This design comes from an exercise in tuning for small area and a short achievable clock period on the open sky130 flow, not from production work. RTL that was checked went through simulation tests only; none was proved equivalent to the original.

==> inputs of run a <==
## IDP_encoder_42
module IDP_encoder_42(
  input wire [28:0] datain,
  input wire clock,
  output wire [41:0] codeout
);
  wire t_a63245986_b1 = ~datain[1];
  wire t_a63245986_b2 = (~datain[2] & t_a63245986_b1);
  wire t_a63245986_b3 = (~datain[3] & t_a63245986_b2);
  wire t_a63245986_b4 = (~datain[4] & t_a63245986_b3);
  wire t_a63245986_b5 = (~datain[5] | t_a63245986_b4);
  wire t_a63245986_b6 = (~datain[6] & t_a63245986_b5);
  wire t_a63245986_b7 = (~datain[7] | t_a63245986_b6);
  wire t_a63245986_b8 = (~datain[8] & t_a63245986_b7);
  wire t_a63245986_b9 = (~datain[9] | t_a63245986_b8);
  wire t_a63245986_b10 = (~datain[10] | t_a63245986_b9);
  wire t_a63245986_b11 = (~datain[11] | t_a63245986_b10);
  wire t_a63245986_b12 = (~datain[12] & t_a63245986_b11);
  wire t_a63245986_b13 = (~datain[13] & t_a63245986_b12);
  wire t_a63245986_b14 = (~datain[14] & t_a63245986_b13);
  wire t_a63245986_b15 = (~datain[15] & t_a63245986_b14);
  wire t_a63245986_b16 = (~datain[16] | t_a63245986_b15);
  wire t_a63245986_b17 = (~datain[17] & t_a63245986_b16);
  wire t_a63245986_b18 = (~datain[18] | t_a63245986_b17);
  wire t_a63245986_b19 = (~datain[19] & t_a63245986_b18);
  wire t_a63245986_b20 = (~datain[20] & t_a63245986_b19);
  wire t_a63245986_b21 = (~datain[21] & t_a63245986_b20);
  wire t_a63245986_b22 = (~datain[22] | t_a63245986_b21);
  wire t_a63245986_b23 = (~datain[23] | t_a63245986_b22);
  wire t_a63245986_b24 = (~datain[24] | t_a63245986_b23);
  ...
export LEC_CHECK = 0
export ABC_AREA = 1
export CAP_MARGIN = 20
export CORE_MARGIN = 2
export CORE_UTILIZATION = 45
export CTS_BUF_LIST = sky130_fd_sc_hd__clkbuf_8
export CTS_CLUSTER_DIAMETER = 150
export CTS_CLUSTER_SIZE = 40
export PLACE_DENSITY = 0.85
export SLEW_MARGIN = 20
create_clock -name core_clock -period 70.0 [get_ports {clock}]
standard.sh (not shown) runs the stock make flow with config.mk's settings and CLKGATE_MAP_FILE= SYNTH_SCRIPT=/design/flow/synth_recipe.tcl, a recipe that flattens the netlist after the stock synthesis.
==> flow/flow/run.sh <==
#!/bin/bash
set -euo pipefail
W=$(pwd)
rm -rf "$W/scripts_mod"
cp -r "$FLOW_HOME/scripts" "$W/scripts_mod"
cp "$W/flow/abc_area.script" "$W/scripts_mod/abc_area.script"
EXTRA=()
if [[ -f "$W/flow/make_args" ]]; then mapfile -t EXTRA < "$W/flow/make_args"; fi
bash "$W/standard.sh" SCRIPTS_DIR="$W/scripts_mod" "${EXTRA[@]}" finish > "$W/orfs_make.log" 2>&1 || { tail -50 "$W/orfs_make.log"; exit 1; }
tail -5 "$W/orfs_make.log"
==> flow/flow/abc_area.script <==
strash
dc2
dch -f
map -D 12000
strash
dch -f
map -D 12000
topo
buffer -c
upsize -c -D 12000
dnsize -c -D 12000
==> flow/flow/make_args <==
BUFFER_PORTS_ARGS=-buffer_cell sky130_fd_sc_hd__buf_1
==> run b: changes against run a <==
==> flow/flow/abc_area.script (replaced) <==
strash
dc2
&get -n
&dch -f
&nf -D 12000 -R 1000
&put
topo
buffer -c
upsize -c -D 12000
dnsize -c -D 12000
PLACE_DENSITY = 0.75   (was 0.85)
==> notes <==
Area after synthesis: run a is lower than run b (about 1.2%).
Against run b, the design area of run a is higher by about 0.46%.
Of run a and run b, run a has the higher utilization (gap 0.52 points).
In run a the routed wire length is larger than in run b, by 4.5%.

* * *

==> indigo <==
Another version of the RTL of IDP_encoder_42 (not shown whole).
## IDP_encoder_42
module IDP_encoder_42(
  input wire [28:0] datain,
  input wire clock,
  output reg [41:0] codeout
);
export LEC_CHECK = 0
export ABC_AREA = 1
export CAP_MARGIN = 20
export CORE_MARGIN = 2
export CORE_UTILIZATION = 55
export CTS_CLUSTER_DIAMETER = 60
export CTS_CLUSTER_SIZE = 10
export SLEW_MARGIN = 20
create_clock -name core_clock -period 70.0 [get_ports {clock}]
==> flow/flow/run.sh <==
#!/bin/bash
# Own flow: the standard ORFS flow, with ORFS's area ABC script replaced by flow/abc_area.script.
set -euo pipefail
W=$(pwd)
rm -rf "$W/scripts_mod"
cp -r "$FLOW_HOME/scripts" "$W/scripts_mod"
cp "$W/flow/abc_area.script" "$W/scripts_mod/abc_area.script"
bash "$W/standard.sh" SCRIPTS_DIR="$W/scripts_mod" finish > "$W/orfs_make.log" 2>&1 || { tail -50 "$W/orfs_make.log"; exit 1; }
tail -5 "$W/orfs_make.log"
==> flow/flow/abc_area.script <==
strash
dc2
dch -f
map -D 24000
topo
buffer -c
upsize -c -D 24000
dnsize -c -D 24000
==> sierra (differences from indigo) <==
==> flow/run.sh (new file) <==
#!/bin/bash
# synth_recipe.tcl (not shown) runs the flow's synth.tcl, then flattens the netlist and writes it again
# the make line also repeats each setting of config.mk as NAME=value (left out here)
make -C /OpenROAD-flow-scripts/flow DESIGN_CONFIG=/design/flow/config.mk WORK_HOME=/design/flow/orfs CLKGATE_MAP_FILE= SYNTH_SCRIPT=/design/flow/synth_recipe.tcl finish
CORE_UTILIZATION = 40   (was 55)
removed: flow/flow/run.sh
removed: flow/flow/abc_area.script
removed: flow/standard.sh
==> run_results.csv <==
group,metric,value,unit
setup_path,cp.buffers_inverters,33,
outcome,outcome,"finished clean",
sta,max_freq,0.0227,GHz
routing,wirelength_met1,16400,um
logic_synthesis,synth_sequential_area_ratio,7.37,%
sta,max_slew.worst_pin.slew,1.05,ns
routing,total_wirelength,41800,um
layout,layout.clock.cell_area_share,1.20,%
logic_synthesis,synth_xor_xnor_area_share,8.98,%
global_route,global_route.usage.met2,61.7,%
(the above is from indigo)
==> run_results.csv <==
group,metric,value,unit
outcome,outcome,"finished clean",
routing,total_wirelength,60800,um
min_path,hold_class,"input port to flop",
logic_synthesis,synth_sequential_area_ratio,4.48,%
global_route,global_route.usage.met2,41.7,%
clock_network,clkSinkCount,42,
logic_synthesis,synth_xor_xnor_area_share,3.87,%
logic_synthesis,ys_async_sr_fraction,0,%
sta,max_slew.worst_pin.slew,0.879,ns
setup_path,cp.buffers_inverters,13,
sta,max_freq,0.0307,GHz
routing,wirelength_met1,27200,um
(the above is from sierra)
No run of this note included a check of the RTL's function; only the layout flow was run.

* * *

==> v12 <==
Another version of the RTL of IDP_encoder_42 (not shown whole).
==> flow/config.mk <==
export PLATFORM = sky130hd
export DESIGN_NAME = IDP_encoder_42
export DESIGN_NICKNAME = IDP_encoder_42
export VERILOG_FILES = /design/flow/design.v
export SDC_FILE = /design/flow/constraint.sdc
export NUM_CORES = 4
export LEC_CHECK = 0
export ABC_AREA = 1
export CAP_MARGIN = 20
export CORE_MARGIN = 2
export CORE_UTILIZATION = 45
export CTS_CLUSTER_DIAMETER = 60
export CTS_CLUSTER_SIZE = 10
export SLEW_MARGIN = 20
==> flow/constraint.sdc <==
create_clock -name core_clock -period 70.0 [get_ports {clock}]
set_input_delay 14.0000 -clock core_clock [delete_from_list [all_inputs] [get_ports {clock}]]
set_output_delay 14.0000 -clock core_clock [all_outputs]
set_load 0.01 [all_outputs]
==> flow/flow/run.sh <==
#!/bin/bash
set -euo pipefail
W=$(pwd)
rm -rf "$W/scripts_mod"
cp -r "$FLOW_HOME/scripts" "$W/scripts_mod"
cp "$W/flow/abc_area.script" "$W/scripts_mod/abc_area.script"
EXTRA=()
if [[ -f "$W/flow/make_args" ]]; then mapfile -t EXTRA < "$W/flow/make_args"; fi
bash "$W/standard.sh" SCRIPTS_DIR="$W/scripts_mod" "${EXTRA[@]}" finish > "$W/orfs_make.log" 2>&1 || { tail -50 "$W/orfs_make.log"; exit 1; }
tail -5 "$W/orfs_make.log"
==> flow/flow/abc_area.script <==
strash
dc2
dch -f
map -D 24000
topo
buffer -c
upsize -c -D 24000
dnsize -c -D 24000
==> flow/flow/make_args <==
BUFFER_PORTS_ARGS=-buffer_cell sky130_fd_sc_hd__buf_2
==> v26: changes against v12 <==
==> flow/flow/abc_area.script (replaced) <==
strash
dc2
dch -f
map -D 20000
topo
buffer -c
upsize -c -D 20000
dnsize -c -D 20000
==> v36: changes against v12 <==
--- a/flow/design.v
+++ b/flow/design.v
@@ -1469,8 +1469,7 @@
   wire w1__r1464 = w4__c1456 & w1__a1_b1460;
   wire w1__r1465 = w4__c1456 & ~w1__a1_b1460;
   wire w1__s1466 = w1__r1463 | w1__r1465;
   wire w1__v1467 = w4__v1454 ^ (w1__s1466);
   wire w1__c1468 = w1__r1463 | w1__r1465;
-  wire [41:0] code_w = {t_c267, t_c266, t_c265, t_c264, w37__c434, w37__c433, w37__c432, w34__c589, w34__c588, w34__c587, w31__c733, w31__c732, w31__c731, w28__c865, w28__c864, w28__c863, w25__c983, w25__c982, w25__c981, w22__c1089, w22__c1088, w22__c1087, w19__c1185, w19__c1184, w19__c1183, w16__c1268, w16__c1267, w16__c1266, w13__c1333, w13__c1332, w13__c1331, w10__c1386, w10__c1385, w10__c1384, w7__c1428, w7__c1427, w7__c1426, w4__c1458, w4__c1457, w4__c1456, w1__c1468, w1__v1467};
-  always @(posedge clock) codeout <= code_w;
+  always @(posedge clock) codeout <= {t_c267, t_c266, t_c265, t_c264, w37__c434, w37__c433, w37__c432, w34__c589, w34__c588, w34__c587, w31__c733, w31__c732, w31__c731, w28__c865, w28__c864, w28__c863, w25__c983, w25__c982, w25__c981, w22__c1089, w22__c1088, w22__c1087, w19__c1185, w19__c1184, w19__c1183, w16__c1268, w16__c1267, w16__c1266, w13__c1333, w13__c1332, w13__c1331, w10__c1386, w10__c1385, w10__c1384, w7__c1428, w7__c1427, w7__c1426, w4__c1458, w4__c1457, w4__c1456, w1__c1468, w1__v1467};
 endmodule
==> flow/flow/abc_area.script (replaced) <==
strash
dc2
dch -f
map -D 24000
strash
dch -f
map -D 24000
topo
buffer -c
upsize -c -D 24000
dnsize -c -D 24000
==> flow/flow/make_args (replaced) <==
BUFFER_PORTS_ARGS=-buffer_cell sky130_fd_sc_hd__buf_1
Settings changed: CTS_BUF_LIST from default to sky130_fd_sc_hd__clkbuf_8, CTS_CLUSTER_DIAMETER 60 to 150, CTS_CLUSTER_SIZE 10 to 40, PLACE_DENSITY from default to 0.75.
==> v18: changes against v12 <==
==> flow/flow/run.sh (replaced) <==
#!/bin/bash
set -euo pipefail
W=$(pwd)
rm -rf "$W/scripts_mod"
cp -r "$FLOW_HOME/scripts" "$W/scripts_mod"
cp "$W/flow/abc_area.script" "$W/scripts_mod/abc_area.script"
EXTRA=()
if [[ -f "$W/flow/make_args" ]]; then read -r -a EXTRA < "$W/flow/make_args"; fi
bash "$W/standard.sh" SCRIPTS_DIR="$W/scripts_mod" "${EXTRA[@]}" finish > "$W/orfs_make.log" 2>&1 || { tail -50 "$W/orfs_make.log"; exit 1; }
tail -5 "$W/orfs_make.log"
==> flow/flow/abc_area.script (replaced) <==
strash
dc2
dch -f
amap -m
topo
stime -c
==> flow/flow/make_args (replaced) <==
SETUP_SLACK_MARGIN=32
Settings changed: CORE_UTILIZATION 45 to 50.
==> comparison table <==
Most area-hungry cell type in the Yosys netlist: v36 sky130_fd_sc_hd__xor2_1; v26 sky130_fd_sc_hd__nand2_1; v18 sky130_fd_sc_hd__nor2_1; v12 sky130_fd_sc_hd__xor2_1
Required time of the critical path: v36 70260 ps; v26 70250 ps; v18 -; v12 70190 ps
Starting density of the core: v36 45.5%; v26 45.5%; v18 51.3%; v12 45.8%
Sequential cell count: v36 42; v26 42; v18 -; v12 42
Multi-input logic portion of the cell area: v36 72.6%; v26 74.9%; v18 -; v12 72.4%
Top class by area: v36 multi-input gates; v26 multi-input gates; v18 -; v12 multi-input gates
Most frequently used cell type in the post-synthesis netlist: v36 sky130_fd_sc_hd__nand2_1; v26 sky130_fd_sc_hd__nand2_1; v18 sky130_fd_sc_hd__nor2_1; v12 sky130_fd_sc_hd__nand2_1
Result of the run: v36 no timing/DRC/antenna violations; v26 no timing/DRC/antenna violations; v18 stopped before the end; v12 no timing/DRC/antenna violations
Failing step: v36 -; v26 -; v18 global routing (5_1_grt); v12 -
Max layer used: v36 met4; v26 met4; v18 -; v12 met4
Clock root buffer master: v36 sky130_fd_sc_hd__clkbuf_8; v26 sky130_fd_sc_hd__clkbuf_16; v18 sky130_fd_sc_hd__clkbuf_16; v12 sky130_fd_sc_hd__clkbuf_16
Cell type with the highest occurrence count on the critical path: v36 sky130_fd_sc_hd__nand2_1; v26 sky130_fd_sc_hd__nand2_1; v18 -; v12 sky130_fd_sc_hd__nor2_1
Post-route cell area: v36 10600 um^2; v26 12100 um^2; v18 -; v12 10800 um^2
Maximum clock frequency: v36 22.5 MHz; v26 24.4 MHz; v18 -; v12 22.0 MHz
Detail-routed net length per standard cell: v36 13.9 um; v26 14.7 um; v18 -; v12 14.6 um
Only the layout flow was run in v12, v26 and v18; the RTL was not checked for function there.

what the ideal ports hide:
In the flow no input, the clock included, has a driving cell. The finished layouts below were timed again as built, in two steps.
Step 1 assumes that a clkbuf_16 drives the clock port and a buf_2 every other input.
Step 2 times the ports against the registers' clock, not the clock port: input delays grow and output delays shrink by t, the midpoint of the rising clock arrivals with the driver on.
a / b / c = no drivers / after step 1 / after step 2; a / b = the first two.
| run | shift t [ns] | setup WS [ns] | worst hold slack (ns) | cell pins on the clock port's net |
|---|---|---|---|---|
| run a | 0.344 | 40.280 / 40.244 / 40.335 | 14.204 / 14.187 / 14.418 | 1 |
| run b | 0.355 | 38.345 / 38.365 / 38.010 | 14.091 / 14.073 / 14.426 | 1 |
| indigo | 0.335 | 25.983 / 25.984 / 25.650 | 14.471 / 14.452 / 14.757 | 1 |
| sierra | 0.387 | 37.437 / 37.462 / 37.075 | 14.691 / 14.666 / 14.753 | 1 |
| v12 | 0.344 | 24.538 / 24.564 / 24.220 | 14.193 / 14.168 / 14.414 | 1 |
| v26 | 0.348 | 28.936 / 28.959 / 28.610 | 14.244 / 14.219 / 14.411 | 1 |
| v36 | 0.374 | 25.538 / 25.563 / 25.188 | 14.323 / 14.300 / 14.405 | 1 |
After both steps every run listed still meets setup and hold. The setup slack of sierra, which loses most, moves by +0.025 ns with the drivers and by -0.362 ns with both steps.
